This is an optimization exercise on Yosys and OpenROAD, whose aim is small area, not a production implementation.
Function was checked by simulation only, so behaviour that the tests miss may differ from the original.
Power is estimated from default activity; no workload was simulated.

==> design.v <==
module rca #(parameter N = 8) (
    input  [N-1:0] a,
    input  [N-1:0] b,
    input          ci,
    output [N-1:0] s,
    output         co
);
wire [N:0] c;
assign c[0] = ci;
genvar i;
generate
    for (i = 0; i < N; i = i + 1) begin : g
        assign s[i]   = a[i] ^ b[i] ^ c[i];
        assign c[i+1] = (a[i] & b[i]) | (a[i] & c[i]) | (b[i] & c[i]);
    end
endgenerate
assign co = c[N];
endmodule
module divrow (
    input  [12:0] w,
    input         a,
    input  [12:0] nd,      
    output [12:0] wo,
    output        q
);
wire [12:0] diff;
wire        c13;
rca #(13) u_sub(.a({w[11:0], a}), .b(nd), .ci(1'b1), .s(diff), .co(c13));
assign q  = w[12] | c13;
assign wo = q ? diff : {w[11:0], a};
endmodule
module freq_detector(
    input             clk,
    input             rst_n,
    input             pulse_in,
    output reg [18:0] freq
);
reg d1, d2, d3;
reg [24:0] S;       
reg [24:0] R;       
reg [11:0] Z;       
wire edge_c = d1 & ~d2;         
wire edge_d = d2 & ~d3;         
wire enext  = pulse_in & ~d1;   
wire win    = enext | edge_c | edge_d;
wire phase0 = ~(edge_c | edge_d);
wire big   = |S[24:13];
wire mid   = |S[12:7];
wire valid = big | mid | (S[6:0] >= 7'd67);
wire sat   = &S;
wire        inc = ~(edge_c | enext | sat);
wire [24:0] S1;
wire        s1c;
rca #(25) u_inc(.a(S), .b(25'd0), .ci(inc), .s(S1), .co(s1c));
wire [12:0] nS = ~S[12:0];
wire [12:0] w1, w2, w3, w4;
wire        q1, q2, q3, q4;
divrow u_r1(.w(R[12:0]), .a(phase0), .nd(nS), .wo(w1), .q(q1));
divrow u_r2(.w(w1),      .a(phase0), .nd(nS), .wo(w2), .q(q2));
divrow u_r3(.w(w2),      .a(1'b0),   .nd(nS), .wo(w3), .q(q3));
divrow u_r4(.w(w3),      .a(phase0), .nd(nS), .wo(w4), .q(q4));
wire [3:0] qb = {q1, q2, q3, q4};
wire [11:0] tl, t2l;
wire        tc, t2c;
rca #(12) u_t (.a(R[11:0]), .b(Z), .ci(1'b1), .s(tl), .co(tc));
wire        wrap = ~tc & ~|R[24:12];
rca #(12) u_t2(.a(tl), .b(S1[11:0] & {12{wrap}}), .ci(1'b0), .s(t2l), .co(t2c));
wire [12:0] uh = R[24:12] | (S1[24:12] & {13{wrap}});
wire [12:0] th;
wire        thc;
rca #(13) u_th(.a(uh), .b(13'h1fff), .ci(tc | t2c), .s(th), .co(thc));
wire [11:0] Zn;
wire        zc;
rca #(12) u_zinc(.a(Z), .b(12'd0), .ci(wrap & ~win), .s(Zn), .co(zc));
wire init_small = ~win & ~big & ~mid & (S[6:0] == 7'd65);
wire init_big   = ~win & ~big & (&S[12:0]);
always @(posedge clk or negedge rst_n) begin
    if (!rst_n) begin
        d1   <= 1'b0;
        d2   <= 1'b0;
        d3   <= 1'b0;
        S    <= 25'd1;
        freq <= 19'd0;
    end else begin
        d1 <= pulse_in;
        d2 <= d1;
        d3 <= d2;
        S  <= edge_d ? {23'd0, ~enext, 1'b1} : S1;
        if (edge_d & valid)
            freq <= big ? {7'd0, ~Z} : {~Z[6:0], R[20:13], qb};
    end
end
always @(posedge clk) begin
    if (init_small) begin
        Z <= ~12'd73;             
        R <= 25'd64;              
    end else if (init_big) begin
        Z <= ~12'd2441;           
        R <= 25'd3328;            
    end else begin
        Z <= Zn;
        if (win) begin
            R[12:0]  <= w4;
            R[20:13] <= {R[16:13], qb};
        end else begin
            R <= {th, t2l};
        end
    end
end
endmodule
module top_freq_test (
    input wire         clk        ,
    input wire         rst_n      ,
    input wire         pulse_sig_1,
    input wire         pulse_sig_2,
    input wire         pulse_sig_3,
    input wire         pulse_sig_4,
    output wire [19:0] freq_out_1 ,
    output wire [19:0] freq_out_2 ,
    output wire [19:0] freq_out_3 ,
    output wire [19:0] freq_out_4
);
wire [18:0] f1, f2, f3, f4;
assign freq_out_1 = {1'b0, f1};
assign freq_out_2 = {1'b0, f2};
assign freq_out_3 = {1'b0, f3};
assign freq_out_4 = {1'b0, f4};
freq_detector u_freq_detector_0(.clk(clk), .rst_n(rst_n), .pulse_in(pulse_sig_1), .freq(f1));
freq_detector u_freq_detector_1(.clk(clk), .rst_n(rst_n), .pulse_in(pulse_sig_2), .freq(f2));
freq_detector u_freq_detector_2(.clk(clk), .rst_n(rst_n), .pulse_in(pulse_sig_3), .freq(f3));
freq_detector u_freq_detector_3(.clk(clk), .rst_n(rst_n), .pulse_in(pulse_sig_4), .freq(f4));
endmodule
==> flow/run.sh <==
#!/bin/bash
# Standard ORFS layout (the standard.sh, unchanged synthesis) with two
# changes: ports are buffered with the small sky130 buf_1 instead of the
# default pick, and clock tree synthesis uses larger sink clusters, clkbuf_8 and clkbuf_16
# buffers and no dummy loads.
set -euo pipefail
export BUFFER_PORTS_ARGS="-buffer_cell sky130_fd_sc_hd__buf_1"
export CTS_ARGS="-sink_clustering_enable -repair_clock_nets -dont_use_dummy_load -sink_clustering_size 20 -sink_clustering_max_diameter 60 -buf_list {sky130_fd_sc_hd__clkbuf_8 sky130_fd_sc_hd__clkbuf_16}"
bash standard.sh > standard.log 2>&1
==> standard.sh <==
#!/bin/bash
# synth_recipe.tcl (not shown) runs the flow's synth.tcl, then flattens the netlist and writes it again
# the make line also repeats each setting of config.mk as NAME=value (left out here)
make -C /OpenROAD-flow-scripts/flow DESIGN_CONFIG=/design/flow/config.mk WORK_HOME=/design/flow/orfs CLKGATE_MAP_FILE= SYNTH_SCRIPT=/design/flow/synth_recipe.tcl "${@:-finish}"
==> config.mk <==
export PLATFORM = sky130hd
export DESIGN_NAME = top_freq_test
export DESIGN_NICKNAME = top_freq_test
export VERILOG_FILES = /design/flow/design.v
export SDC_FILE = /design/flow/constraint.sdc
export NUM_CORES = 4
export LEC_CHECK = 0
export CAP_MARGIN = 20
export CORE_MARGIN = 2
export CORE_UTILIZATION = 40
export SLEW_MARGIN = 20
==> constraint.sdc <==
create_clock -name core_clock -period 100.0 [get_ports {clk}]
set_input_delay 20.0000 -clock core_clock [delete_from_list [all_inputs] [get_ports {clk}]]
set_output_delay 20.0000 -clock core_clock [all_outputs]
set_load 0.01 [all_outputs]
==> impl_metrics.json, run 1 <==
{
  "area_delta_synth_final_pct": 8.48,
  "ys.flop_type": "dfrtp_1",
  "crit_path_frequent_cell": "ha_1",
  "grt_pass1_vias": 18400,
  "worst-path-max-fanout": 4,
  "grt_pass1_wl_mm": 99.5,
  "period_needed_ps": 27710,
  "wl_mm": 59.6,
  "cts_root_buf": "clkbuf_16",
  "finalClockSkew_ps": 50.5,
  "synth.largest_area_cell": "fa_1",
  "firstDrtPassIters": 5,
  "dpl_cell_area_mm2": 0.0256,
  "netlist_area_mm2": 0.0244,
  "drtIter0Drc": 1167,
  "hp-class": "reg -> reg",
  "cp_slowest_stage_delay_ps": 430,
  "grt.total_usage_pct": 19.7,
  "seq_area_mm2": 0.00767,
  "initial_utilization_pct": 40.5,
  "peakVddDrop_uv": 14.4,
  "cts_inserted_buffers": 37,
  "maxSlewHeadroom_pct": 31.2,
  "gp_congestion": 0.888,
  "syn_inst": 2364,
  "fin_hold_ws_ps": 393,
  "finalHoldViolations": 0,
  "worstMarginPinSlew_ps": 1030,
  "startpoint_type": "primary input",
  "cp-end-kind": "register",
  "antenna_found_initial": 0,
  "die_w_um": 251,
  "via_per_inst": 5.44,
  "fmax_ghz": 0.0361,
  "synth_area_per_cell_um2": 10.3,
  "num_vias": 17300,
  "place.detailed.hpwl_mm": 46.1,
  "period_share_pct": 27.7,
  "power_leakage_nw": 12.0,
  "synth_area_leaders": "fa_1, dfrtp_1, dfxtp_1",
  "yosys_warnings": 1,
  "cts_max_level": 2,
  "cts_setup_buffers": 0,
  "cts_tree": "yes",
  "grt_max_degree": 67,
  "async_flop_share_pct": 56.0,
  "maxCapViolations": 0,
  "n_antenna_cell": 0,
  "design_area_mm2": 0.0265,
  "yosys.area.top_type_share_pct": 22.6,
  "slew_viol_final": 0,
  "cts_hold_buffers": 0,
  "nets": 2898,
  "tns_ps": 0,
  "core_area_mm2": 0.0604,
  "rsz0062_at_grt": "no",
  "crit_type": "in -> reg",
  "cts_sinks": 336,
  "worstSkewPairLatency_ps": 560,
  "ys_types": 59,
  "power.total_w": 0.000678,
  "crit_arrival_ps": 28110,
  "setup_viol": 0,
  "ant_nets": 0,
  "port_buffers": 81,
  "synth.most_common_cell": "fa_1",
  "synth_common_cells": "fa_1, inv_1, ha_1",
  "cp.required_ps": 100410,
  "std_cell_rows": 90,
  "status": "no timing/DRC/antenna violations",
  "cts-resized-gates": 0,
  "ctsLongestPathBuffers": 3,
  "slowest_stage": "fa_1",
  "die-area_mm2": 0.0631,
  "grt_overflow": 0,
  "io_pins": 86,
  "clkTransAtPathRegs_ps": 60,
  "layout-drive-gt1-share_pct": 7.07,
  "fill_cells": 5787,
  "die_h_um": 251,
  "pwr_density_cell_mw_per_mm2": 25.6,
  "avgRoutedWirePerCell_um": 18.7,
  "ys_ff_latch": 336,
  "multi_input_area_mm2": 0.0156,
  "drc_errors": 0,
  "synth-edff-count": 0,
  "seq_area_frac_synth_pct": 31.4
}
## layer usage
metal | GRT usage (%) | vias up | part of all wire (%)
met5 | 0 | - | 0
met4 | 5.34 | 0 | 2.4
met1 | 26.7 | 8734 | 44
met2 | 32.8 | 440 | 48
met3 | 2.97 | 94 | 5.2
li1 | - | 8073 | -
## worst max-delay path, delay by kind of cell
family / cells / cell delay (ps)
buffers and inverters: 3 / 210
multiplexers: 1 / 60
AO/OA/AOI/OAI: 2 / 260
adder cells (fa/ha/maj): 25 / 6910
AND/OR/NAND/NOR: 5 / 650
## flip-flops by register name, indices dropped and copies added (netlist names), 12 cells and up
signal	flops
u_freq_detector_0.Z	12
u_freq_detector_1.Z	12
u_freq_detector_0.S	25
u_freq_detector_3.R	25
u_freq_detector_3.S	25
u_freq_detector_2.Z	12
u_freq_detector_2.freq	19
u_freq_detector_1.S	25
u_freq_detector_2.R	25
u_freq_detector_2.S	25
u_freq_detector_1.R	25
u_freq_detector_3.freq	19
u_freq_detector_0.freq	19
u_freq_detector_0.R	25
u_freq_detector_1.freq	19
u_freq_detector_3.Z	12
## layout by cell type, fill, tap and decap left out, types with 5 or more instances in the layout
cell type	instances
nor2_1	154
a211oi_1	56
a221oi_1	12
a21oi_1	106
a21o_1	14
nor2b_1	29
nor4_1	35
fa_1	276
nand3_1	22
ha_1	208
o21ai_0	119
dfrtp_1	184
nor4b_1	5
a31oi_1	7
xnor2_1	7
clkbuf_16	37
nand4_1	20
buf_4	32
mux2_2	51
nand2b_1	31
nor3_1	19
or2_2	24
and2_1	107
o32ai_1	21
xor2_1	5
dfxtp_1	148
inv_1	213
nand2_1	200
buf_1	80
o31ai_1	29
mux2i_1	82
## kinds of logic after synthesis
logic type	Yosys count	synth area share, %
xor+xnor	12	0.430
flops	336	31.4
fa+ha+maj	484	33.3
compound gates	408	10.6
mux	133	5.71
other cells	1	0.0154
buf+inv	324	5.21
simple gates	666	13.4
## path summary, 6_finish.rpt
check | start | cells past startpoint | slack, ps | end
max in group asynchronous | rst_n | 3 | 78840 | u_freq_detector_3.freq[3]
worst max-delay path | pulse_sig_4 | 36 | 72290 | u_freq_detector_3.R[24]
worst min register to register | u_freq_detector_2.d1 | 0 | 390 | u_freq_detector_2.d2
worst min-delay path | u_freq_detector_2.d1 | 0 | 390 | u_freq_detector_2.d2
min in group asynchronous | rst_n | 1 | 19460 | u_freq_detector_1.S[1]
worst max register to register | u_freq_detector_1.d3 | 73 | 74340 | u_freq_detector_1.R[0]
## report_power, final
group	total (W)	switching, W	internal, W
logic	0.000379	0.000214	0.000165
registers	0.000182	0.0000251	0.000156
clock network	0.000118	0.0000530	0.0000649
## final cells by class
class,instances,area share (%)
Multi-Input combinational cell,1707,58.8
Sequential cell,336,29.0
Tap cell,782,3.69
Clock buffer,37,3.49
Inverter,213,3.02
Timing Repair Buffer,113,2.07
## per-stage QoR
stage / setup WS, ps / instances / utilization (%)
floorplan: 72350 / 2367 / -
global placement: 71810 / 3151 / 42.4
detailed placement: 71700 / 3151 / 42.4
CTS: 72290 / 3188 / 43.9
global route: 71950 / 3188 / 43.9
finish: 72290 / 3188 / 43.9
==> inputs of run 2 (changes only) <==
==> flow/run.sh (replaced) <==
#!/bin/bash
# Standard ORFS layout (the standard.sh, unchanged synthesis) with two
# changes: ports are buffered with the small sky130 buf_1 instead of the
# default pick, and clock tree synthesis uses larger sink clusters, clkbuf_16
# buffers and no dummy loads.
set -euo pipefail
export BUFFER_PORTS_ARGS="-buffer_cell sky130_fd_sc_hd__buf_1"
export CTS_ARGS="-sink_clustering_enable -repair_clock_nets -dont_use_dummy_load -sink_clustering_size 25 -sink_clustering_max_diameter 80 -buf_list {sky130_fd_sc_hd__clkbuf_16}"
bash standard.sh > standard.log 2>&1
==> run 2 against run 1 <==
Compared with the run above: count of clock-buffer cells in the layout is 11 lower; worst setup slack better by 3.8 ps; highest routed layer unchanged; die area unchanged; non-clock buffer count unchanged; clock skew grew 12 ps; sequential power about the same; synthesized area unchanged; combinational power hardly changed.
==> impl_metrics.json, run 2 <==
{
  "clockPowerShare_pct": 14.4,
  "synth_area_leaders": "fa_1, dfrtp_1, dfxtp_1",
  "antenna_found_initial": 0,
  "cts_setup_buffers": 0,
  "gp_congestion": 0.888,
  "drtIter0Drc": 1073,
  "rsz0062_at_grt": "no",
  "grt_pass1_vias": 18300,
  "grt_overflow": 0,
  "synth_area_per_cell_um2": 10.3,
  "tns_ps": 0,
  "period_needed_ps": 27700,
  "setup_viol": 0,
  "crit_path_frequent_cell": "ha_1",
  "synth_common_cells": "fa_1, inv_1, ha_1",
  "share_comb_of_total_power_pct": 57.9,
  "cts_max_level": 1,
  "ant_nets": 0,
  "cts_root_buf": "clkbuf_16",
  "die_w_um": 251,
  "nets": 2887,
  "die_h_um": 251,
  "synth-edff-count": 0,
  "final_cell_mix": "fa_1, inv_1, ha_1",
  "place_inst": 3151,
  "maxSlewHeadroom_pct": 30.3,
  "maxCapViolations": 0,
  "cts_tree": "yes",
  "synth.largest_area_cell": "fa_1",
  "syn_inst": 2364,
  "clkTransAtPathRegs_ps": 60,
  "layout_commonest_cell": "fa_1",
  "num_vias": 17200,
  "cts_sinks": 336,
  "worstHoldStart": "u_freq_detector_2.d1",
  "power_leakage_nw": 11.9,
  "cts-resized-gates": 0,
  "initial_utilization_pct": 40.5,
  "fin_cells": 3177,
  "place.detailed.hpwl_mm": 46.1,
  "cts_inserted_buffers": 26,
  "ys_types": 59,
  "grtUsageMet3_pct": 2.39,
  "slowest_stage": "fa_1",
  "seq_area_frac_synth_pct": 31.4,
  "yosys.area.top_type_share_pct": 22.6,
  "period_share_pct": 27.7,
  "slew_viol_final": 0,
  "pwr_density_cell_mw_per_mm2": 25.0,
  "grt_pass1_wl_mm": 99.0,
  "crit_type": "in -> reg",
  "via_per_inst": 5.40,
  "hp-class": "reg -> reg",
  "finalClockSkew_ps": 62.1,
  "worst-path-max-fanout": 4,
  "grt_use_met2_pct": 32.8,
  "status": "no timing/DRC/antenna violations",
  "crit_arrival_ps": 28110,
  "wl_mm": 59.3,
  "avgRoutedWirePerCell_um": 18.7,
  "internal-power_w": 0.000367,
  "finalHoldViolations": 0,
  "cp_slowest_stage_delay_ps": 430,
  "use_met1_pct": 26.6,
  "n_antenna_cell": 0,
  "p_switching_w": 0.000288,
  "firstDrtPassIters": 6,
  "fmax_ghz": 0.0361,
  "drc_errors": 0,
  "core_area_mm2": 0.0604,
  "peakVddDrop_uv": 14.0,
  "r2r_start": "u_freq_detector_1.d3",
  "grt_max_degree": 67,
  "seqPwrFrac_pct": 27.7,
  "worstSkewPairLatency_ps": 580,
  "io_pins": 86,
  "cp-end-kind": "register",
  "ys_ff_latch": 336,
  "cp.required_ps": 100410,
  "worstMarginPinSlew_ps": 1050,
  "design_area_mm2": 0.0262,
  "std_cell_rows": 90,
  "startpoint_type": "primary input",
  "dpl_cell_area_mm2": 0.0256,
  "ys.flop_type": "dfrtp_1",
  "area_delta_synth_final_pct": 7.36,
  "yosys_warnings": 1,
  "synth.most_common_cell": "fa_1",
  "grt.total_usage_pct": 19.4,
  "grt.busiest_layer": "met2",
  "netlist_area_mm2": 0.0244,
  "port_buffers": 81,
  "cts_hold_buffers": 0,
  "crit_start": "pulse_sig_4",
  "fin_hold_ws_ps": 393,
  "die-area_mm2": 0.0631,
  "async_flop_share_pct": 56.0,
  "r2r_slack_ps": 74280,
  "ctsLongestPathBuffers": 3,
  "layout-drive-gt1-share_pct": 6.64,
  "swShare_pct": 44.0
}
## run 2: cell count changes in the layout (fill, tap and decap cells not counted)
cell	change
clkbuf_16	-11
## run 2: cell type report
cell class,count,area [um^2]
Clock buffer,26,651
Sequential cell,336,7670
Multi-Input combinational cell,1707,15600
Timing Repair Buffer,113,548
Inverter,213,800
Tap cell,782,978
Fill cell,5813,34100
## run 2: worst max-delay path, delay by kind of cell
kind	cells	cell delay (ps)
AO/OA/AOI/OAI	2	260
adder cells (fa/ha/maj)	25	6920
buffers and inverters	3	200
multiplexers	1	60
AND/OR/NAND/NOR	5	640
## run 2: kinds of logic after synthesis
family / share of synthesized area [%]
compound gates: 10.6
xor+xnor: 0.430
fa+ha+maj: 33.3
buf+inv: 5.21
flops: 31.4
mux: 5.71
other cells: 0.0154
simple gates: 13.4
## run 2: worst paths after layout
path / cells after the start / endpoint
worst min register to register: 0 / u_freq_detector_2.d2
worst max-delay path: 36 / u_freq_detector_3.R[24]
max in group asynchronous: 3 / u_freq_detector_3.S[9]
min in group asynchronous: 1 / u_freq_detector_2.S[3]
worst min-delay path: 0 / u_freq_detector_2.d2
worst max register to register: 73 / u_freq_detector_1.R[0]
## run 2: per-stage QoR
step	util, %	power [W]	setup slack (ps)
3_3_place_gp	42.4	0.000550	71810
6_report	43.4	0.000655	72300
3_5_place_dp	42.4	0.000566	71700
5_1_grt	43.4	0.000731	71960
4_1_cts	43.4	0.000665	72280
2_1_floorplan	-	0.000465	72350
## run 2: routing by layer
| layer | share of wire (%) | wire (um) |
|---|---|---|
| met4 | 2.5 | 1510 |
| met3 | 4.5 | 2690 |
| met5 | 0 | 0 |
| met2 | 48 | 28500 |
| met1 | 45 | 26600 |
## run 2: power by group through the flow
stage	clock network [W]	registers [W]	logic (W)
floorplan	0	0.000175	0.000290
global placement	0	0.000183	0.000367
detailed placement	0	0.000184	0.000382
CTS	0.0000972	0.000181	0.000386
global route	0.000102	0.000184	0.000445
finish	0.0000942	0.000181	0.000379
==> inputs of run 3 (changes only) <==
--- a/flow/run.sh
+++ b/flow/run.sh
@@ -6,4 +6,4 @@
 set -euo pipefail
 export BUFFER_PORTS_ARGS="-buffer_cell sky130_fd_sc_hd__buf_1"
-export CTS_ARGS="-sink_clustering_enable -repair_clock_nets -dont_use_dummy_load -sink_clustering_size 25 -sink_clustering_max_diameter 80 -buf_list {sky130_fd_sc_hd__clkbuf_16}"
+export CTS_ARGS="-sink_clustering_enable -repair_clock_nets -dont_use_dummy_load -sink_clustering_size 32 -sink_clustering_max_diameter 90 -buf_list {sky130_fd_sc_hd__clkbuf_16}"
 bash standard.sh > standard.log 2>&1
==> run 3 against run 2 <==
Compared with the run above: synthesized cell count did not move; worst hold slack improved by 3.4 ps; first-iteration DRC count rose by 0.75%; via count barely moved; register-to-register slack got worse by 30 ps; utilization fell by 0.17 points; critical path type unchanged; sequential power barely moved; count of clock-buffer cells in the layout fell by 4; clock power fell by 8.6%; die area did not move.
==> impl_metrics.json, run 3 <==
{
  "synth_top_family_by_area": "adder cells",
  "place.detailed.hpwl_mm": 46.1,
  "synth_area_leaders": "fa_1, dfrtp_1, dfxtp_1",
  "finalHoldViolations": 0,
  "ys_ff_latch": 336,
  "crit_arrival_ps": 28080,
  "tns_ps": 0,
  "r2r_slack_ps": 74250,
  "period_share_pct": 27.7,
  "nets": 2883,
  "async_flop_share_pct": 56.0,
  "std_cell_rows": 90,
  "yosys.area.top_type_share_pct": 22.6,
  "grt_overflow": 0,
  "syn_inst": 2364,
  "wl_mm": 59.1,
  "synth-simple-area-share_pct": 13.4,
  "gp_congestion": 0.888,
  "status": "no timing/DRC/antenna violations",
  "layout-drive-gt1-share_pct": 6.48,
  "drtIter0Drc": 1081,
  "via_per_inst": 5.41,
  "cp.required_ps": 100400,
  "period_needed_ps": 27680,
  "io_pins": 86,
  "synth.most_common_cell": "fa_1",
  "synthAdderAreaFrac_pct": 33.3,
  "die_h_um": 251,
  "slew_viol_final": 0,
  "grt_pass1_wl_mm": 99.0,
  "grt_max_degree": 67,
  "crit_path_frequent_cell": "ha_1",
  "grt.total_usage_pct": 19.4,
  "maxCapViolations": 0,
  "synth.largest_area_cell": "fa_1",
  "synth_compound_area_share_pct": 10.6,
  "cts_root_buf": "clkbuf_16",
  "firstDrtPassIters": 5,
  "maxSlewHeadroom_pct": 26.9,
  "finalClockSkew_ps": 66.2,
  "die-area_mm2": 0.0631,
  "n_antenna_cell": 0,
  "seq_area_frac_synth_pct": 31.4,
  "cts_hold_buffers": 0,
  "synth-edff-count": 0,
  "cp_slowest_stage_delay_ps": 420,
  "layout_commonest_cell": "fa_1",
  "setup_viol": 0,
  "worstMarginPinSlew_ps": 1100,
  "initial_utilization_pct": 40.5,
  "crit_type": "in -> reg",
  "ant_nets": 0,
  "cts_max_level": 1,
  "avgRoutedWirePerCell_um": 18.6,
  "ctsLongestPathBuffers": 3,
  "port_buffers": 81,
  "synth_area_per_cell_um2": 10.3,
  "power_leakage_nw": 11.8,
  "cts_inserted_buffers": 22,
  "ys_types": 59,
  "num_vias": 17200,
  "netlist_area_mm2": 0.0244,
  "rsz0062_at_grt": "no",
  "synth_common_cells": "fa_1, inv_1, ha_1",
  "fmax_ghz": 0.0361,
  "worst-path-max-fanout": 4,
  "hp-class": "reg -> reg",
  "die_w_um": 251,
  "ys.flop_type": "dfrtp_1",
  "pwr_density_cell_mw_per_mm2": 24.8,
  "slowest_stage": "fa_1",
  "antenna_found_initial": 0,
  "worstSkewPairLatency_ps": 560,
  "final_util_pct": 43.3,
  "cts-resized-gates": 0,
  "grt_pass1_vias": 18300,
  "cp-end-kind": "register",
  "area_delta_synth_final_pct": 6.95,
  "cts_setup_buffers": 0,
  "clkTransAtPathRegs_ps": 80,
  "final_cell_mix": "fa_1, inv_1, ha_1",
  "drc_errors": 0,
  "peakVddDrop_uv": 13.6,
  "cts_sinks": 336,
  "synthXorXnorAreaFrac_pct": 0.430,
  "startpoint_type": "primary input",
  "cts_tree": "yes",
  "yosys_warnings": 1,
  "synthMuxAreaShare_pct": 5.71,
  "core_area_mm2": 0.0604
}
## run 3: changes by cell type in the layout (fill, tap and decap cells not counted)
| cell | before | now |
|---|---|---|
| clkbuf_16 | 26 | 22 |
## run 3: logic make-up after synthesis
kind of cell / after synthesis
flops: 336
other cells: 1
fa+ha+maj: 484
xor+xnor: 12
simple gates: 666
buf+inv: 324
compound gates: 408
mux: 133
## run 3: stage by stage
stage | power [W] | setup slack, ps | cells | hold WS (ps) | cell area (um^2)
after floorplan | 0.000465 | 72350 | 2367 | 367 | 24400
after global placement | 0.000550 | 71810 | 3151 | 387 | 25600
after detailed placement | 0.000566 | 71700 | 3151 | 384 | 25600
after CTS | 0.000657 | 72330 | 3173 | 399 | 26100
after global routing | 0.000724 | 71960 | 3173 | 420 | 26100
final | 0.000647 | 72320 | 3173 | 396 | 26100
## run 3: final cells by class
cell class | count | area [um^2]
well taps | 782 | 978
multi-input cells | 1707 | 15600
inverters | 213 | 800
flip-flops and latches | 336 | 7670
fillers | 5814 | 34200
repair buffers | 113 | 548
clock buffers | 22 | 551
## run 3: power breakdown
group / internal (W) / switching, W / leakage [nW]
combinational: 0.000165 / 0.000214 / 7.74
clock: 0.0000391 / 0.0000470 / 0.271
sequential: 0.000156 / 0.0000250 / 3.79
## run 3: metal layers
| layer | part of all wire [%] | track usage (%) |
|---|---|---|
| met5 | 0 | 0 |
| met4 | 2.2 | 4.44 |
| met3 | 4.6 | 2.39 |
| met2 | 48 | 32.9 |
| met1 | 45 | 26.7 |
## run 3: final timing paths
| kind | startpoint | end | cells past startpoint |
|---|---|---|---|
| min in group asynchronous | rst_n | u_freq_detector_1.d2 | 1 |
| max reg2reg | u_freq_detector_1.d3 | u_freq_detector_1.R[0] | 73 |
| max in group asynchronous | rst_n | u_freq_detector_0.S[8] | 3 |
| min reg2reg | u_freq_detector_2.d1 | u_freq_detector_2.d2 | 0 |
| max | pulse_sig_3 | u_freq_detector_2.R[24] | 37 |
| min | u_freq_detector_2.d1 | u_freq_detector_2.d2 | 0 |
## run 3: worst max-delay path, delay by kind of cell
family / cells / cell delay [ps]
adder cells (fa/ha/maj): 25 / 6780
multiplexers: 1 / 70
buffers and inverters: 4 / 300
AND/OR/NAND/NOR: 5 / 670
AO/OA/AOI/OAI: 2 / 280
==> inputs of run 4 (changes only) <==
==> flow/run.sh (replaced) <==
#!/bin/bash
# Standard ORFS layout (the standard.sh, unchanged synthesis) with two
# changes: ports are buffered with the small sky130 buf_1 instead of the
# default pick, and clock tree synthesis uses larger sink clusters, clkbuf_16 leaf buffers (clkbuf_4 above them)
# buffers and no dummy loads.
set -euo pipefail
export BUFFER_PORTS_ARGS="-buffer_cell sky130_fd_sc_hd__buf_1"
export CTS_ARGS="-sink_clustering_enable -repair_clock_nets -dont_use_dummy_load -sink_clustering_size 25 -sink_clustering_max_diameter 80 -buf_list {sky130_fd_sc_hd__clkbuf_16} -tree_buf sky130_fd_sc_hd__clkbuf_4 -root_buf sky130_fd_sc_hd__clkbuf_4"
bash standard.sh > standard.log 2>&1
==> run 4 against run 3 <==
Compared with the run above: cell area grew 0.20%; die area unchanged; highest routed layer unchanged; sequential power is essentially flat; largest power group unchanged.
==> impl_metrics.json, run 4 <==
{
  "status": "no timing/DRC/antenna violations",
  "synth_area_per_cell_um2": 10.3,
  "ys_ff_latch": 336,
  "fill_cells": 5819,
  "io_pins": 86,
  "slew_viol_final": 0,
  "seq_area_frac_synth_pct": 31.4,
  "grt_pass1_wl_mm": 98.8,
  "cts_setup_buffers": 0,
  "multi_input_area_mm2": 0.0156,
  "synth_common_cells": "fa_1, inv_1, ha_1",
  "seq_area_mm2": 0.00767,
  "maxCapViolations": 0,
  "drc_errors": 0,
  "port_buffers": 81,
  "grt_max_degree": 67,
  "finalClockSkew_ps": 64.6,
  "yosys_warnings": 1,
  "ys_types": 59,
  "slowest_stage": "fa_1",
  "worstSkewPairLatency_ps": 860,
  "core_area_mm2": 0.0604,
  "crit_type": "in -> reg",
  "clockPowerShare_pct": 13.7,
  "num_vias": 17100,
  "area_delta_synth_final_pct": 7.16,
  "cts_inserted_buffers": 26,
  "tns_ps": 0,
  "cp_slowest_stage_delay_ps": 430,
  "fmax_ghz": 0.0365,
  "cts_sinks": 336,
  "clkTransAtPathRegs_ps": 70,
  "firstDrtPassIters": 8,
  "use_met1_pct": 26.5,
  "netlist_area_mm2": 0.0244,
  "p_switching_w": 0.000287,
  "wl_mm": 59.1,
  "cts_root_buf": "clkbuf_4",
  "pwr_density_cell_mw_per_mm2": 24.8,
  "swShare_pct": 44.2,
  "grt_pass1_vias": 18300,
  "cts_tree": "yes",
  "antenna_found_initial": 1,
  "cts_max_level": 1,
  "crit_start": "pulse_sig_4",
  "internal-power_w": 0.000363,
  "nets": 2887,
  "syn_inst": 2364,
  "hp-class": "reg -> reg",
  "yosys.area.top_type_share_pct": 22.6,
  "ctsLongestPathBuffers": 3,
  "grt.busiest_layer": "met2",
  "via_per_inst": 5.39,
  "cts-resized-gates": 0,
  "period_needed_ps": 27410,
  "worst-path-max-fanout": 4,
  "synth-edff-count": 0,
  "cp.required_ps": 100700,
  "startpoint_type": "primary input",
  "finalHoldViolations": 0,
  "dp_slack_ps": 71700,
  "die-area_mm2": 0.0631,
  "avgRoutedWirePerCell_um": 18.6,
  "die_w_um": 251,
  "cts_hold_buffers": 0,
  "drtIter0Drc": 1120,
  "grt_overflow": 0,
  "worstHoldStart": "u_freq_detector_2.d1",
  "gp_congestion": 0.888,
  "grtUsageMet3_pct": 2.50,
  "initial_utilization_pct": 40.5,
  "grt_use_met2_pct": 32.8,
  "maxSlewHeadroom_pct": 30.3,
  "ant_nets": 0,
  "power_leakage_nw": 11.8,
  "async_flop_share_pct": 56.0,
  "r2r_start": "u_freq_detector_1.d3",
  "crit_arrival_ps": 28110,
  "ys.flop_type": "dfrtp_1",
  "setup_viol": 0,
  "synth.most_common_cell": "fa_1",
  "synth_area_leaders": "fa_1, dfrtp_1, dfxtp_1",
  "std_cell_rows": 90,
  "layout_commonest_cell": "fa_1",
  "fin_ws_ps": 72590,
  "crit_path_frequent_cell": "ha_1",
  "rsz0062_at_grt": "no",
  "final_cell_mix": "fa_1, inv_1, ha_1",
  "period_share_pct": 27.4,
  "die_h_um": 251,
  "seqPwrFrac_pct": 27.9,
  "place.detailed.hpwl_mm": 46.1,
  "share_comb_of_total_power_pct": 58.4,
  "grt.total_usage_pct": 19.4,
  "synth.largest_area_cell": "fa_1",
  "cp-end-kind": "register",
  "worstMarginPinSlew_ps": 1050,
  "peakVddDrop_uv": 14.0,
  "layout-drive-gt1-share_pct": 6.64
}
## run 4: cell counts after synthesis
Identical to the previous run, type by type.
## run 4: layout make-up
cell class	instances	area share (%)
repair buffers	113	2.09
diodes	2	0.0191
multi-input cells	1707	59.5
flip-flops and latches	336	29.3
well taps	782	3.74
clock buffers	26	2.28
inverters	213	3.05
## run 4: kinds of logic (layout without fill, tap and decap cells)
logic type	after synthesis	in the layout	share of synthesized area (%)
muxes	133	133	5.71
adders and majority gates	484	484	33.3
AOI/OAI and AO/OA	408	408	10.6
and+or+nand+nor	666	666	13.4
xor gates and xnor gates	12	12	0.430
buffers and inverters	324	352	5.21
DFF	336	336	31.4
other	1	6	0.0154
## run 4: layer usage
metal  wire (um)  vias to the layer above  part of all wire, %
met1       26700                     8607                   45
li1            -                     8050                    -
met5           0                        -                    0
met4        1390                        0                  2.3
met2       28500                      400                   48
met3        2580                       88                  4.4
## run 4: through the flow
| step | instances | cell area [um^2] | hold slack [ps] | utilization (%) | power, W |
|---|---|---|---|---|---|
| final | 3179 | 26200 | 395 | 43.4 | 0.000650 |
| after global routing | 3179 | 26200 | 422 | 43.4 | 0.000726 |
| after CTS | 3177 | 26200 | 401 | 43.4 | 0.000660 |
| after detailed placement | 3151 | 25600 | 384 | 42.4 | 0.000566 |
| after global placement | 3151 | 25600 | 387 | 42.4 | 0.000550 |
| after floorplan | 2367 | 24400 | 367 | - | 0.000465 |
## run 4: worst paths after layout
kind / slack [ps] / endpoint / depth (start not counted)
worst max-delay path: 72590 / u_freq_detector_3.R[24] / 36
worst max register to register: 74330 / u_freq_detector_1.R[0] / 73
worst min register to register: 390 / u_freq_detector_2.d2 / 0
max in group asynchronous: 79170 / u_freq_detector_3.S[9] / 3
min in group asynchronous: 19120 / u_freq_detector_2.S[3] / 1
worst min-delay path: 390 / u_freq_detector_2.d2 / 0
## run 4: critical path, delay by kind of cell
family | cells | cell delay, ps
AOI/OAI and AO/OA | 2 | 260
muxes | 1 | 60
and+or+nand+nor | 5 | 650
adders and majority gates | 25 | 6900
buffers and inverters | 3 | 210
## run 4: power groups by stage
| stage | clock, W | combinational [W] | sequential, W |
|---|---|---|---|
| 6_report | 0.0000889 | 0.000380 | 0.000181 |
| 5_1_grt | 0.0000964 | 0.000445 | 0.000184 |
| 4_1_cts | 0.0000923 | 0.000386 | 0.000181 |
| 3_5_place_dp | 0 | 0.000382 | 0.000184 |
| 3_3_place_gp | 0 | 0.000367 | 0.000183 |
| 2_1_floorplan | 0 | 0.000290 | 0.000175 |
==> inputs of run 5 (changes only) <==
--- a/config.mk
+++ b/config.mk
@@ -6,6 +6,6 @@
 export NUM_CORES = 4
 export LEC_CHECK = 0
-export CAP_MARGIN = 20
+export CAP_MARGIN = 5
 export CORE_MARGIN = 2
 export CORE_UTILIZATION = 40
-export SLEW_MARGIN = 20
+export SLEW_MARGIN = 5
==> run 5 against run 4 <==
Compared with the run above: still clean; worst hold slack got worse by 1.1 ps; clock power decreased by 2%; critical path depth is the same; register-to-register slack about the same; total power fell by 0.43%; maximum frequency about the same; highest routed layer unchanged; flip-flop and latch count unchanged; worst setup slack worse by 2.0 ps; synthesized area unchanged.
==> impl_metrics.json, run 5 <==
{
  "status": "no timing/DRC/antenna violations",
  "cts_tree": "yes",
  "slowest_stage": "fa_1",
  "ant_nets": 0,
  "layout-drive-gt1-share_pct": 6.43,
  "synthMuxAreaShare_pct": 5.71,
  "grt_pass1_wl_mm": 98.8,
  "setup_viol": 0,
  "worstMarginPinSlew_ps": 1250,
  "gp_congestion": 0.888,
  "cp-end-kind": "register",
  "layout_commonest_cell": "fa_1",
  "place_inst": 3151,
  "crit_arrival_ps": 28140,
  "period_needed_ps": 27410,
  "worstRegToRegCells": 73,
  "rsz0062_at_grt": "no",
  "yosys_warnings": 1,
  "crit_path_frequent_cell": "ha_1",
  "synth.most_common_cell": "fa_1",
  "finalClockSkew_ps": 44.2,
  "synth_area_per_cell_um2": 10.3,
  "cts_sinks": 336,
  "peakVddDrop_uv": 15.0,
  "power_leakage_nw": 11.8,
  "min_to": "u_freq_detector_2.d2",
  "async_flop_share_pct": 56.0,
  "ctsLongestPathBuffers": 3,
  "drtIter0Drc": 1137,
  "crit_start": "pulse_sig_4",
  "cts_setup_buffers": 0,
  "design_area_mm2": 0.0261,
  "worstHoldStart": "u_freq_detector_2.d1",
  "num_vias": 17100,
  "dpl_cell_area_mm2": 0.0256,
  "finalHoldViolations": 0,
  "synthAdderAreaFrac_pct": 33.3,
  "tns_ps": 0,
  "yosys.area.top_type_share_pct": 22.6,
  "slew_viol_final": 0,
  "std_cell_rows": 90,
  "r2r_slack_ps": 74330,
  "die_w_um": 251,
  "startpoint_type": "primary input",
  "synth_common_cells": "fa_1, inv_1, ha_1",
  "grt_overflow": 0,
  "cp.required_ps": 100730,
  "crit_type": "in -> reg",
  "cts_hold_buffers": 0,
  "via_per_inst": 5.38,
  "pwr_density_cell_mw_per_mm2": 24.7,
  "period_share_pct": 27.4,
  "io_pins": 86,
  "synth.largest_area_cell": "fa_1",
  "antenna_found_initial": 1,
  "port_buffers": 81,
  "worstSkewPairLatency_ps": 880,
  "grt.total_usage_pct": 19.4,
  "nets": 2886,
  "final_util_pct": 43.3,
  "cts_root_buf": "clkbuf_4",
  "grt_pass1_vias": 18200,
  "r2r_start": "u_freq_detector_1.d3",
  "wl_mm": 59.2,
  "maxSlewHeadroom_pct": 16.9,
  "syn_inst": 2364,
  "synth_top_family_by_area": "adder cells",
  "cts_inserted_buffers": 25,
  "initial_utilization_pct": 40.5,
  "final_cell_mix": "fa_1, inv_1, ha_1",
  "firstDrtPassIters": 7,
  "core_area_mm2": 0.0604,
  "die-area_mm2": 0.0631,
  "grt_max_degree": 67,
  "area_delta_synth_final_pct": 7.05,
  "worst-path-max-fanout": 4,
  "maxCapViolations": 0,
  "avgRoutedWirePerCell_um": 18.6,
  "fmax_ghz": 0.0365,
  "ys_ff_latch": 336,
  "cts-resized-gates": 0,
  "die_h_um": 251,
  "ys.flop_type": "dfrtp_1",
  "synth-edff-count": 0,
  "hp-class": "reg -> reg",
  "place.detailed.hpwl_mm": 46.0,
  "cts_max_level": 1,
  "ys_types": 59,
  "drc_errors": 0,
  "fin_cells": 3179,
  "synth-simple-area-share_pct": 13.4,
  "clkTransAtPathRegs_ps": 90,
  "cp_slowest_stage_delay_ps": 430,
  "synth_compound_area_share_pct": 10.6,
  "fin_hold_ws_ps": 393,
  "synthXorXnorAreaFrac_pct": 0.430,
  "hold-path-cell-count": 0,
  "netlist_area_mm2": 0.0244,
  "worstReg2RegEnd": "u_freq_detector_1.R[0]",
  "seq_area_frac_synth_pct": 31.4,
  "synth_area_leaders": "fa_1, dfrtp_1, dfxtp_1"
}
[run 5: per-stage QoR]
step | worst slack, ps | power [W]
floorplan | 72350 | 0.000465
global placement | 71810 | 0.000550
detailed placement | 71690 | 0.000565
CTS | 72650 | 0.000657
global route | 72230 | 0.000724
finish | 72590 | 0.000647
[run 5: logic make-up after synthesis]
family                     count (synthesis)
and+or+nand+nor                          666
adders and majority gates                484
AOI/OAI and AO/OA                        408
DFF                                      336
buffers and inverters                    324
muxes                                    133
xor gates and xnor gates                  12
other                                      1
[run 5: worst max-delay path by stage]
stage                                   end  slack (ps)  depth (start not counted)
floorplan           u_freq_detector_3.R[24]       72350                         35
global placement    u_freq_detector_3.R[24]       71810                         36
detailed placement  u_freq_detector_3.R[24]       71690                         36
CTS                 u_freq_detector_3.R[24]       72650                         36
global route        u_freq_detector_3.R[24]       72230                         36
finish              u_freq_detector_3.R[24]       72590                         36
[run 5: power breakdown]
group,switching [W],internal [W],total [W]
Combinational,0.000213,0.000165,0.000378
Sequential,0.0000249,0.000156,0.000181
Clock,0.0000481,0.0000394,0.0000875
[run 5: layout make-up]
type	count	area [um^2]
inverter	213	800
clock buffer	25	573
timing repair buffer	113	548
fill	5820	34200
multi-input combinational	1707	15600
sequential	336	7670
tap	782	978
antenna	3	7.51
[run 5: worst max-delay path: cells and delay by family]
kind / cells / cell delay [ps]
compound gates: 2 / 270
mux: 1 / 60
fa+ha+maj: 25 / 6930
simple gates: 5 / 660
buf+inv: 3 / 210
[run 5: layer usage]
layer	share of wire (%)	vias to the layer above	track usage (%)
met5	0	-	0
met4	2.3	0	4.40
met3	4.1	77	2.37
met2	48	392	32.9
met1	45	8582	26.6
li1	-	8056	-
==> inputs of run 6 (changes only) <==
--- a/config.mk
+++ b/config.mk
@@ -8,4 +8,5 @@
 export CAP_MARGIN = 5
 export CORE_MARGIN = 2
-export CORE_UTILIZATION = 40
+export CORE_UTILIZATION = 85
+export PLACE_DENSITY = 0.92
 export SLEW_MARGIN = 5
==> run 6 against run 5 <==
Compared with the run above: sequential power barely moved; clock power fell by 16%; first-iteration DRC count rose by 69%; worst hold slack improved by 6.5 ps; worst setup slack got worse by 400 ps; maximum frequency fell by 1.5%; cell area fell by 2.6%; final cell count fell by 13%.
==> impl_metrics.json, run 6 <==
{
  "status": "no timing/DRC/antenna violations",
  "firstDrtPassIters": 6,
  "seqPwrFrac_pct": 27.9,
  "p_switching_w": 0.000298,
  "std_cell_rows": 62,
  "avgRoutedWirePerCell_um": 22.1,
  "synth_common_cells": "fa_1, inv_1, ha_1",
  "cts_setup_buffers": 0,
  "internal-power_w": 0.000356,
  "drc_errors": 0,
  "ys.flop_type": "dfrtp_1",
  "nets": 2874,
  "grt_pass1_wl_mm": 102,
  "slew_viol_final": 0,
  "crit_arrival_ps": 28430,
  "design_area_mm2": 0.0255,
  "ant_nets": 0,
  "synth-edff-count": 0,
  "cts_max_level": 1,
  "dpl_cell_area_mm2": 0.0250,
  "seq_area_frac_synth_pct": 31.4,
  "syn_inst": 2364,
  "synth_area_leaders": "fa_1, dfrtp_1, dfxtp_1",
  "cp_slowest_stage_delay_ps": 420,
  "grt.total_usage_pct": 42.4,
  "die-area_mm2": 0.0301,
  "tns_ps": 0,
  "layout-drive-gt1-share_pct": 5.96,
  "synth_area_per_cell_um2": 10.3,
  "power_leakage_nw": 11.7,
  "setup_viol": 0,
  "crit_path_frequent_cell": "ha_1",
  "pwr_density_cell_mw_per_mm2": 25.7,
  "worstMarginPinSlew_ps": 1250,
  "die_w_um": 174,
  "fmax_ghz": 0.0360,
  "fin_hold_ws_ps": 400,
  "cts-resized-gates": 0,
  "cts_inserted_buffers": 19,
  "die_h_um": 174,
  "place.detailed.hpwl_mm": 45.6,
  "synth.most_common_cell": "fa_1",
  "slowest_stage": "fa_1",
  "ys_types": 59,
  "initial_utilization_pct": 85.8,
  "startpoint_type": "primary input",
  "via_per_inst": 6.82,
  "maxCapViolations": 0,
  "power.total_w": 0.000654,
  "cts_hold_buffers": 0,
  "antenna_found_initial": 2,
  "port_buffers": 81,
  "cts_sinks": 336,
  "cts_root_buf": "clkbuf_4",
  "synth.largest_area_cell": "fa_1",
  "gp_congestion": 0.973,
  "async_flop_share_pct": 56.0,
  "maxSlewHeadroom_pct": 16.4,
  "final_cell_mix": "fa_1, inv_1, ha_1",
  "ctsLongestPathBuffers": 3,
  "peakVddDrop_uv": 19.2,
  "worst-path-max-fanout": 4,
  "grt_overflow": 0,
  "wl_mm": 61.3,
  "fin_ws_ps": 72180,
  "finalClockSkew_ps": 33.0,
  "worstSkewPairLatency_ps": 770,
  "drtIter0Drc": 1923,
  "crit_type": "in -> reg",
  "yosys.area.top_type_share_pct": 22.6,
  "period_needed_ps": 27820,
  "yosys_warnings": 1,
  "share_comb_of_total_power_pct": 60.8,
  "layout_commonest_cell": "fa_1",
  "period_share_pct": 27.8,
  "netlist_area_mm2": 0.0244,
  "cp.required_ps": 100610,
  "finalHoldViolations": 0,
  "rsz0062_at_grt": "no",
  "hp-class": "reg -> reg",
  "dp_slack_ps": 71490,
  "cp-end-kind": "register",
  "cts_tree": "yes",
  "area_delta_synth_final_pct": 4.25,
  "num_vias": 18900,
  "swShare_pct": 45.6,
  "grt_max_degree": 84,
  "io_pins": 86,
  "grt_pass1_vias": 20100,
  "clockPowerShare_pct": 11.2,
  "ys_ff_latch": 336,
  "clkTransAtPathRegs_ps": 100,
  "core_area_mm2": 0.0285
}
run 6: power by group through the flow:
| stage | clock, W | sequential (W) | combinational, W |
|---|---|---|---|
| finish | 0.0000735 | 0.000183 | 0.000398 |
| global route | 0.0000775 | 0.000185 | 0.000455 |
| detailed placement | 0 | 0.000184 | 0.000386 |
| global placement | 0 | 0.000182 | 0.000355 |
| CTS | 0.0000729 | 0.000181 | 0.000395 |
| floorplan | 0 | 0.000175 | 0.000290 |
run 6: through the flow:
step	utilization, %	instances
3_3_place_gp	87.8	2745
6_report	89.4	2767
5_1_grt	89.4	2767
4_1_cts	89.3	2764
3_5_place_dp	87.8	2745
2_1_floorplan	-	2367
run 6: kinds of logic after synthesis:
logic type | count (synthesis) | synth area share [%]
AND/OR/NAND/NOR | 666 | 13.4
multiplexers | 133 | 5.71
other | 1 | 0.0154
buffers and inverters | 324 | 5.21
flip-flops | 336 | 31.4
XOR/XNOR | 12 | 0.430
adder cells (fa/ha/maj) | 484 | 33.3
AO/OA/AOI/OAI | 408 | 10.6
run 6: final timing paths:
check | start | to | slack [ps] | depth (start not counted)
worst max-delay path | pulse_sig_4 | u_freq_detector_3.R[24] | 72180 | 36
worst min-delay path | u_freq_detector_1.d1 | u_freq_detector_1.d2 | 400 | 0
worst max register to register | u_freq_detector_3.d3 | u_freq_detector_3.R[0] | 73820 | 73
worst min register to register | u_freq_detector_1.d1 | u_freq_detector_1.d2 | 400 | 0
max in group asynchronous | rst_n | u_freq_detector_0.S[13] | 79040 | 2
min in group asynchronous | rst_n | u_freq_detector_2.S[2] | 19370 | 1
run 6: layout make-up:
cell class                 instances  area (um^2)
antenna                            1         2.50
clock buffer                      19          423
fill                            1319         3000
inverter                         213          800
multi-input combinational       1707        15600
sequential                       336         7670
tap                              384          480
timing repair buffer             107          518
run 6: critical path: cells and delay by family:
kind                       cells  cell delay, ps
adders and majority gates     25            7030
and+or+nand+nor                5             710
buffers and inverters          3             300
AOI/OAI and AO/OA              2             300
muxes                          1              80
run 6: routing by layer:
layer,up-vias,wire length (um),track usage (%)
met5,-,0,0
li1,8043,-,-
met3,304,5780,7.15
met1,9294,22500,56.3
met2,1229,30000,69.8
met4,0,3040,18.9
==> inputs of run 7 (changes only) <==
--- a/config.mk
+++ b/config.mk
@@ -8,5 +8,4 @@
 export CAP_MARGIN = 5
 export CORE_MARGIN = 2
-export CORE_UTILIZATION = 85
-export PLACE_DENSITY = 0.92
+export CORE_UTILIZATION = 75
 export SLEW_MARGIN = 5
==> run 7 against run 6 <==
Compared with the run above: largest cell class unchanged; worst hold slack better by 6.9 ps; critical path depth unchanged; clock skew up 62 ps; still clean on timing, DRC and antenna; first-iteration DRC count down 32%; die area up 13%.
==> impl_metrics.json, run 7 <==
{
  "cts_root_buf": "clkbuf_4",
  "grt.total_usage_pct": 35.4,
  "ctsLongestPathBuffers": 3,
  "port_buffers": 81,
  "tns_ps": 0,
  "pwr_density_cell_mw_per_mm2": 24.9,
  "fin_hold_ws_ps": 407,
  "fmax_ghz": 0.0363,
  "fill_cells": 2139,
  "cp-end-kind": "register",
  "synth.largest_area_cell": "fa_1",
  "crit_start": "pulse_sig_4",
  "finalClockSkew_ps": 95.4,
  "p_switching_w": 0.000284,
  "yosys_warnings": 1,
  "std_cell_rows": 66,
  "internal-power_w": 0.000353,
  "netlist_area_mm2": 0.0244,
  "cts_max_level": 1,
  "wl_mm": 56.7,
  "worstMarginPinSlew_ps": 1240,
  "grt_max_degree": 74,
  "place_inst": 2807,
  "cts_tree": "yes",
  "worstSetupPathDepth": 36,
  "ys_types": 59,
  "worstSkewPairLatency_ps": 810,
  "cts_hold_buffers": 0,
  "async_flop_share_pct": 56.0,
  "cts_sinks": 336,
  "synth-edff-count": 0,
  "swShare_pct": 44.6,
  "maxSlewHeadroom_pct": 17.4,
  "die-area_mm2": 0.0340,
  "power_leakage_nw": 11.8,
  "r2r_start": "u_freq_detector_1.d2",
  "synth_area_leaders": "fa_1, dfrtp_1, dfxtp_1",
  "drtIter0Drc": 1306,
  "syn_inst": 2364,
  "slowest_stage": "fa_1",
  "initial_utilization_pct": 75.7,
  "seq_area_frac_synth_pct": 31.4,
  "clockPowerShare_pct": 11.8,
  "cts_setup_buffers": 0,
  "ys_ff_latch": 336,
  "worst-path-max-fanout": 4,
  "hp-class": "reg -> reg",
  "share_comb_of_total_power_pct": 59.6,
  "die_w_um": 184,
  "place.detailed.hpwl_mm": 43.7,
  "rsz0062_at_grt": "no",
  "nets": 2880,
  "maxCapViolations": 0,
  "core_area_mm2": 0.0323,
  "gp_congestion": 0.916,
  "yosys.area.top_type_share_pct": 22.6,
  "avgRoutedWirePerCell_um": 20.0,
  "seqPwrFrac_pct": 28.6,
  "cp_slowest_stage_delay_ps": 420,
  "crit_arrival_ps": 28220,
  "layout_commonest_cell": "fa_1",
  "peakVddDrop_uv": 22.6,
  "cp_top_family": "adder cells",
  "period_share_pct": 27.6,
  "status": "no timing/DRC/antenna violations",
  "cp.required_ps": 100660,
  "final_cell_mix": "fa_1, inv_1, ha_1",
  "layout-drive-gt1-share_pct": 6.20,
  "slew_viol_final": 0,
  "crit_type": "in -> reg",
  "path_buf_inv": 3,
  "clkTransAtPathRegs_ps": 100,
  "cts-resized-gates": 0,
  "synth_common_cells": "fa_1, inv_1, ha_1",
  "synth_area_per_cell_um2": 10.3,
  "cts_inserted_buffers": 20,
  "via_per_inst": 6.27,
  "setup_viol": 0,
  "ant_nets": 0,
  "worstRegToRegCells": 72,
  "critPathCapture": "u_freq_detector_3.R[24]",
  "io_pins": 86,
  "r2r_slack_ps": 74310,
  "worstReg2RegEnd": "u_freq_detector_1.R[0]",
  "ys.flop_type": "dfrtp_1",
  "antenna_found_initial": 2,
  "grt_pass1_vias": 18500,
  "die_h_um": 184,
  "crit_path_frequent_cell": "ha_1",
  "grt_overflow": 0,
  "finalHoldViolations": 0,
  "synth.most_common_cell": "fa_1",
  "drc_errors": 0,
  "grt_pass1_wl_mm": 94.8,
  "firstDrtPassIters": 6,
  "num_vias": 17700,
  "area_delta_synth_final_pct": 4.84,
  "fin_cells": 2831,
  "period_needed_ps": 27550,
  "startpoint_type": "primary input"
}
## run 7: how the worst min path moves through the flow
| stage | startpoint | endpoint | slack (ps) | depth (start not counted) |
|---|---|---|---|---|
| after floorplan | u_freq_detector_2.d1 | u_freq_detector_2.d2 | 370 | 0 |
| after global placement | u_freq_detector_3.d1 | u_freq_detector_3.d2 | 380 | 0 |
| after detailed placement | u_freq_detector_3.d1 | u_freq_detector_3.d2 | 380 | 0 |
| after CTS | u_freq_detector_3.d1 | u_freq_detector_3.d2 | 400 | 0 |
| after global routing | u_freq_detector_3.d1 | u_freq_detector_3.d2 | 430 | 0 |
| final | u_freq_detector_3.d1 | u_freq_detector_3.d2 | 410 | 0 |
## run 7: area by class of cell
type,instances,area (um^2),area share [%]
diodes,1,2.50,0.00977
clock buffers,20,448,1.75
inverters,213,800,3.12
multi-input cells,1707,15600,60.8
flip-flops and latches,336,7670,30.0
well taps,442,553,2.16
repair buffers,112,563,2.20
## run 7: stage by stage
stage | setup slack [ps] | power [W] | util, % | area (um^2)
2_1_floorplan | 72350 | 0.000465 | - | 24400
3_3_place_gp | 71860 | 0.000539 | 77.8 | 25100
3_5_place_dp | 71730 | 0.000561 | 77.8 | 25100
4_1_cts | 72510 | 0.000640 | 79.2 | 25600
5_1_grt | 72120 | 0.000707 | 79.3 | 25600
6_report | 72450 | 0.000637 | 79.3 | 25600
## run 7: kinds of logic (layout without fill, tap and decap cells)
| kind of cell | Yosys count | in the layout | share of synthesized area (%) |
|---|---|---|---|
| and+or+nand+nor | 666 | 666 | 13.4 |
| adders and majority gates | 484 | 484 | 33.3 |
| AOI/OAI and AO/OA | 408 | 408 | 10.6 |
| DFF | 336 | 336 | 31.4 |
| buffers and inverters | 324 | 345 | 5.21 |
| muxes | 133 | 133 | 5.71 |
| xor gates and xnor gates | 12 | 12 | 0.430 |
| other | 1 | 5 | 0.0154 |
## run 7: power by group through the flow
stage          Clock (W)  Combinational [W]  Sequential [W]
2_1_floorplan          0           0.000290        0.000175
3_3_place_gp           0           0.000356        0.000183
3_5_place_dp           0           0.000377        0.000184
4_1_cts        0.0000768           0.000382        0.000181
5_1_grt        0.0000810           0.000442        0.000184
6_report       0.0000754           0.000380        0.000182
## run 7: layer usage
layer | GRT usage, % | share of wire [%] | vias to the layer above
met3 | 6.60 | 7.7 | 190
li1 | - | - | 8036
met2 | 56.3 | 47 | 767
met1 | 49.0 | 42 | 8744
met4 | 13.2 | 3.7 | 2
met5 | 0 | 0.012 | -
==> inputs of run 8 (changes only) <==
--- a/config.mk
+++ b/config.mk
@@ -8,4 +8,4 @@
 export CAP_MARGIN = 5
 export CORE_MARGIN = 2
-export CORE_UTILIZATION = 75
+export CORE_UTILIZATION = 60
 export SLEW_MARGIN = 5
==> run 8 against run 7 <==
Compared with the run above: still clean; clock skew is 40 ps lower; critical path depth up 1; count of clock-buffer cells in the layout increased by 1; synthesized cell count stayed put; sequential share of layout area decreased by 0.12 points; worst setup slack worse by 64 ps; utilization fell by 15 points; cell area rose by 0.40%; critical path type unchanged; largest power group unchanged.
==> impl_metrics.json, run 8 <==
{
  "status": "no timing/DRC/antenna violations",
  "worstMarginPinSlew_ps": 1230,
  "worstSetupPathDepth": 37,
  "cp.required_ps": 100660,
  "grtUsageMet3_pct": 2.74,
  "slowest_stage": "fa_1",
  "slew_viol_final": 0,
  "setup_viol": 0,
  "avgRoutedWirePerCell_um": 19.7,
  "grt.busiest_layer": "met2",
  "hp-class": "reg -> reg",
  "synth-edff-count": 0,
  "worstRegToRegCells": 73,
  "crit_arrival_ps": 28270,
  "period_needed_ps": 27620,
  "layout-drive-gt1-share_pct": 6.24,
  "grt_pass1_vias": 18100,
  "worstSkewPairLatency_ps": 830,
  "place_inst": 2892,
  "r2r_slack_ps": 74350,
  "ctsLongestPathBuffers": 3,
  "port_buffers": 81,
  "wl_mm": 57.5,
  "dpl_cell_area_mm2": 0.0252,
  "fmax_ghz": 0.0362,
  "grt.total_usage_pct": 28.7,
  "pwr_density_cell_mw_per_mm2": 24.6,
  "grt_pass1_wl_mm": 96.0,
  "std_cell_rows": 73,
  "cts_max_level": 1,
  "design_area_mm2": 0.0257,
  "gp_congestion": 0.879,
  "synth_area_per_cell_um2": 10.3,
  "core_area_mm2": 0.0399,
  "firstDrtPassIters": 5,
  "peakVddDrop_uv": 18.8,
  "yosys.area.top_type_share_pct": 22.6,
  "ys_ff_latch": 336,
  "grt_overflow": 0,
  "power_leakage_nw": 11.8,
  "use_met1_pct": 42.2,
  "finalHoldViolations": 0,
  "cts_setup_buffers": 0,
  "fin_cells": 2914,
  "maxCapViolations": 0,
  "cts_inserted_buffers": 21,
  "maxSlewHeadroom_pct": 18.1,
  "antenna_found_initial": 1,
  "yosys_warnings": 1,
  "crit_path_frequent_cell": "ha_1",
  "ys.flop_type": "dfrtp_1",
  "period_share_pct": 27.6,
  "finalClockSkew_ps": 55.1,
  "startpoint_type": "primary input",
  "via_per_inst": 5.87,
  "async_flop_share_pct": 56.0,
  "synth_area_leaders": "fa_1, dfrtp_1, dfxtp_1",
  "cts_hold_buffers": 0,
  "clkTransAtPathRegs_ps": 90,
  "die-area_mm2": 0.0423,
  "area_delta_synth_final_pct": 5.25,
  "ys_types": 59,
  "dp_slack_ps": 71590,
  "drc_errors": 0,
  "cts_root_buf": "clkbuf_4",
  "nets": 2880,
  "drtIter0Drc": 1056,
  "synth.most_common_cell": "fa_1",
  "fin_ws_ps": 72380,
  "initial_utilization_pct": 61.2,
  "die_h_um": 206,
  "worst-path-max-fanout": 4,
  "crit_type": "in -> reg",
  "cts-resized-gates": 0,
  "num_vias": 17100,
  "cp-end-kind": "register",
  "place.detailed.hpwl_mm": 44.8,
  "synth.largest_area_cell": "fa_1",
  "rsz0062_at_grt": "no",
  "seq_area_frac_synth_pct": 31.4,
  "grt_use_met2_pct": 46.5,
  "ant_nets": 0,
  "layout_commonest_cell": "fa_1",
  "cp_top_family": "adder cells",
  "path_buf_inv": 4,
  "final_util_pct": 64.4,
  "grt_max_degree": 75,
  "die_w_um": 206,
  "synth_common_cells": "fa_1, inv_1, ha_1",
  "io_pins": 86,
  "tns_ps": 0,
  "final_cell_mix": "fa_1, inv_1, ha_1",
  "hold-path-cell-count": 0,
  "cp_slowest_stage_delay_ps": 410,
  "cts_sinks": 336,
  "syn_inst": 2364,
  "netlist_area_mm2": 0.0244,
  "cts_tree": "yes"
}
run 8: final timing paths:
kind	startpoint	end
hold reg to reg	u_freq_detector_3.d1	u_freq_detector_3.d2
max in group asynchronous	rst_n	u_freq_detector_2.S[8]
hold / removal	u_freq_detector_3.d1	u_freq_detector_3.d2
setup reg to reg	u_freq_detector_3.d3	u_freq_detector_3.R[8]
setup / recovery	pulse_sig_4	u_freq_detector_3.R[24]
min in group asynchronous	rst_n	u_freq_detector_2.S[2]
run 8: worst reg2reg max path: cells and delay by family (launching register included):
| kind | cells | cell delay, ps |
|---|---|---|
| adders and majority gates | 48 | 19750 |
| muxes | 2 | 610 |
| AOI/OAI and AO/OA | 8 | 2290 |
| and+or+nand+nor | 6 | 1520 |
| DFF | 1 | 380 |
| buffers and inverters | 9 | 950 |
run 8: per-layer routing:
layer | up-vias | routed length, um
met5 | - | 0
met4 | 0 | 1250
met2 | 409 | 26800
li1 | 8046 | -
met1 | 8560 | 27000
met3 | 76 | 2480
run 8: area by class of cell:
type	instances	area, um^2
Sequential cell	336	7670
Antenna cell	1	2.50
Multi-Input combinational cell	1707	15600
Inverter	213	800
Timing Repair Buffer	111	533
Fill cell	3347	14200
Clock buffer	21	473
Tap cell	525	657
run 8: report_power, final:
part	internal, W	total (W)	switching, W	leakage [nW]
Combinational	0.000164	0.000374	0.000209	7.73
Clock	0.0000327	0.0000788	0.0000461	0.236
Sequential	0.000156	0.000181	0.0000250	3.79
Total	0.000353	0.000634	0.000281	11.8
run 8: through the flow:
stage / hold WS, ps / power [W]
6_report: 404 / 0.000634
5_1_grt: 428 / 0.000709
4_1_cts: 404 / 0.000641
2_1_floorplan: 367 / 0.000465
3_5_place_dp: 383 / 0.000559
3_3_place_gp: 382 / 0.000546
run 8: cell families (layout without fill, tap and decap cells):
kind of cell,after synthesis,count (layout),share of synthesized area [%]
multiplexers,133,133,5.71
AND/OR/NAND/NOR,666,666,13.4
XOR/XNOR,12,12,0.430
buffers and inverters,324,345,5.21
adder cells (fa/ha/maj),484,484,33.3
other,1,5,0.0154
flip-flops,336,336,31.4
AO/OA/AOI/OAI,408,408,10.6
==> inputs of run 9 (changes only) <==
--- a/config.mk
+++ b/config.mk
@@ -6,6 +6,6 @@
 export NUM_CORES = 4
 export LEC_CHECK = 0
-export CAP_MARGIN = 5
+export CAP_MARGIN = 0
 export CORE_MARGIN = 2
-export CORE_UTILIZATION = 60
-export SLEW_MARGIN = 5
+export CORE_UTILIZATION = 70
+export SLEW_MARGIN = 0
==> run 9 against run 8 <==
Compared with the run above: final cell count is 2.5% lower; global-route usage grew 4.4 points; sequential power barely moved; via count increased by 2.8%; first-iteration DRC count up 14%; synthesized cell count did not move; synthesized area is the same; maximum frequency rose by 0.22%; cell area fell by 0.44%; total power rose by 0.10%; clock skew grew 43 ps; critical path depth fell by 1; critical path type unchanged.
==> impl_metrics.json, run 9 <==
{
  "status": "no timing/DRC/antenna violations",
  "cts_tree": "yes",
  "ys.flop_type": "dfrtp_1",
  "seq_area_frac_synth_pct": 31.4,
  "worstRegToRegCells": 72,
  "clkTransAtPathRegs_ps": 100,
  "synth_common_cells": "fa_1, inv_1, ha_1",
  "worstHoldStart": "u_freq_detector_2.d1",
  "crit_type": "in -> reg",
  "via_per_inst": 6.18,
  "period_share_pct": 27.6,
  "cts_root_buf": "clkbuf_4",
  "synth_area_leaders": "fa_1, dfrtp_1, dfxtp_1",
  "antenna_found_initial": 3,
  "maxCapViolations": 0,
  "fin_hold_ws_ps": 413,
  "firstDrtPassIters": 7,
  "cts_setup_buffers": 0,
  "crit_path_frequent_cell": "ha_1",
  "async_flop_share_pct": 56.0,
  "cts_max_level": 1,
  "worstSetupPathDepth": 36,
  "tns_ps": 0,
  "grt_pass1_vias": 18500,
  "cp.required_ps": 100700,
  "layout_commonest_cell": "fa_1",
  "std_cell_rows": 68,
  "grt_max_degree": 79,
  "worstReg2RegEnd": "u_freq_detector_1.R[1]",
  "core_area_mm2": 0.0345,
  "r2r_slack_ps": 74300,
  "drtIter0Drc": 1203,
  "rsz0062_at_grt": "no",
  "ys_types": 59,
  "place.detailed.hpwl_mm": 43.6,
  "crit_arrival_ps": 28260,
  "startpoint_type": "primary input",
  "grt_pass1_wl_mm": 95.3,
  "avgRoutedWirePerCell_um": 20.0,
  "ant_nets": 0,
  "num_vias": 17600,
  "nets": 2877,
  "power_leakage_nw": 11.7,
  "synth-edff-count": 0,
  "worstMarginPinSlew_ps": 1230,
  "ctsLongestPathBuffers": 3,
  "cp_slowest_stage_delay_ps": 420,
  "pwr_density_cell_mw_per_mm2": 24.8,
  "hp-class": "reg -> reg",
  "final_util_pct": 74.3,
  "synth.most_common_cell": "fa_1",
  "area_delta_synth_final_pct": 4.78,
  "yosys.area.top_type_share_pct": 22.6,
  "final_cell_mix": "fa_1, inv_1, ha_1",
  "cp-end-kind": "register",
  "initial_utilization_pct": 70.9,
  "cts_inserted_buffers": 20,
  "ys_ff_latch": 336,
  "gp_congestion": 0.892,
  "hold-path-cell-count": 0,
  "fin_ws_ps": 72450,
  "cp_top_family": "adder cells",
  "dp_slack_ps": 71640,
  "yosys_warnings": 1,
  "io_pins": 86,
  "grt_overflow": 0,
  "period_needed_ps": 27550,
  "grt.total_usage_pct": 33.1,
  "fmax_ghz": 0.0363,
  "netlist_area_mm2": 0.0244,
  "cts-resized-gates": 0,
  "die_h_um": 191,
  "peakVddDrop_uv": 31.8,
  "path_buf_inv": 3,
  "drc_errors": 0,
  "port_buffers": 81,
  "syn_inst": 2364,
  "finalHoldViolations": 0,
  "r2r_start": "u_freq_detector_1.d3",
  "setup_viol": 0,
  "min_to": "u_freq_detector_2.d2",
  "wl_mm": 56.7,
  "finalClockSkew_ps": 97.9,
  "cts_sinks": 336,
  "slew_viol_final": 0,
  "synth_area_per_cell_um2": 10.3,
  "cts_hold_buffers": 0,
  "worst-path-max-fanout": 4,
  "die-area_mm2": 0.0364,
  "die_w_um": 191,
  "maxSlewHeadroom_pct": 18.0,
  "worstSkewPairLatency_ps": 850,
  "slowest_stage": "fa_1",
  "layout-drive-gt1-share_pct": 6.12,
  "synth.largest_area_cell": "fa_1"
}
## run 9: power breakdown
group          internal (W)  total (W)  switching [W]
Combinational      0.000165   0.000377       0.000212
Clock             0.0000310  0.0000755      0.0000444
Sequential         0.000156   0.000182      0.0000254
## run 9: worst max path at each step
stage	startpoint	end
floorplan	pulse_sig_4	u_freq_detector_3.R[24]
global placement	pulse_sig_4	u_freq_detector_3.R[24]
detailed placement	pulse_sig_4	u_freq_detector_3.R[24]
CTS	pulse_sig_4	u_freq_detector_3.R[24]
global route	pulse_sig_4	u_freq_detector_3.R[24]
finish	pulse_sig_4	u_freq_detector_3.R[24]
## run 9: kinds of logic after synthesis
family | Yosys count | share of synthesized area, %
AOI/OAI and AO/OA | 408 | 10.6
xor gates and xnor gates | 12 | 0.430
adders and majority gates | 484 | 33.3
buffers and inverters | 324 | 5.21
DFF | 336 | 31.4
muxes | 133 | 5.71
other | 1 | 0.0154
and+or+nand+nor | 666 | 13.4
## run 9: final cells by class
class / instances / area, um^2
multi-input cells: 1707 / 15600
flip-flops and latches: 336 / 7670
diodes: 2 / 5.00
fillers: 2559 / 8860
repair buffers: 109 / 526
clock buffers: 20 / 448
inverters: 213 / 800
well taps: 455 / 569
## run 9: stage by stage
step,area (um^2),power (W),cells
6_report,25600,0.000634,2842
5_1_grt,25600,0.000704,2842
4_1_cts,25600,0.000639,2839
3_5_place_dp,25100,0.000560,2819
3_3_place_gp,25100,0.000541,2819
2_1_floorplan,24400,0.000465,2367
## run 9: per-layer routing
layer	global-route usage, %	routed length [um]
met5	0	20
met4	9.51	1590
met3	4.55	3560
met2	52.7	26600
met1	47.7	25000

-- port drivers added, routing unchanged --
The flow's constraints put no driver on any port. The routed layouts listed below were extracted and timed again, unchanged, in two steps.
Step 1: set_driving_cell puts a clkbuf_16 on clk and a buf_2 on each other input, an assumption about the parent block.
Step 2, shift: input delay + t, output delay - t, t = (earliest + latest rising clock arrival at the registers) / 2. This alone moves slack from input paths to output paths.
a / b / c = ideal ports / drivers / drivers and shift; a / b = the first two.
run	t, ns	setup WS [ns]	worst hold slack (ns)	worst data-port slew with drivers (ns)
run 1	0.583	72.295 / 72.325 / 71.743	0.393 / 0.393 / 0.393	0.04
run 2	0.603	72.299 / 72.331 / 71.728	0.393 / 0.393 / 0.393	0.04
run 3	0.595	72.319 / 72.338 / 71.743	0.396 / 0.396 / 0.396	0.04
run 4	0.895	72.590 / 72.620 / 71.724	0.395 / 0.395 / 0.395	0.04
run 5	0.911	72.588 / 72.614 / 71.704	0.393 / 0.393 / 0.393	0.04
run 6	0.800	72.184 / 72.205 / 71.405	0.400 / 0.400 / 0.400	0.03
run 7	0.810	72.449 / 72.476 / 71.666	0.407 / 0.407 / 0.407	0.03
run 8	0.857	72.385 / 72.417 / 71.559	0.404 / 0.404 / 0.404	0.03
run 9	0.851	72.445 / 72.466 / 71.615	0.413 / 0.413 / 0.413	0.03
After both steps every run listed still meets setup and hold. For run 5, which loses most, drivers alone change the setup slack by +0.026 ns; drivers and shift together by -0.884 ns.
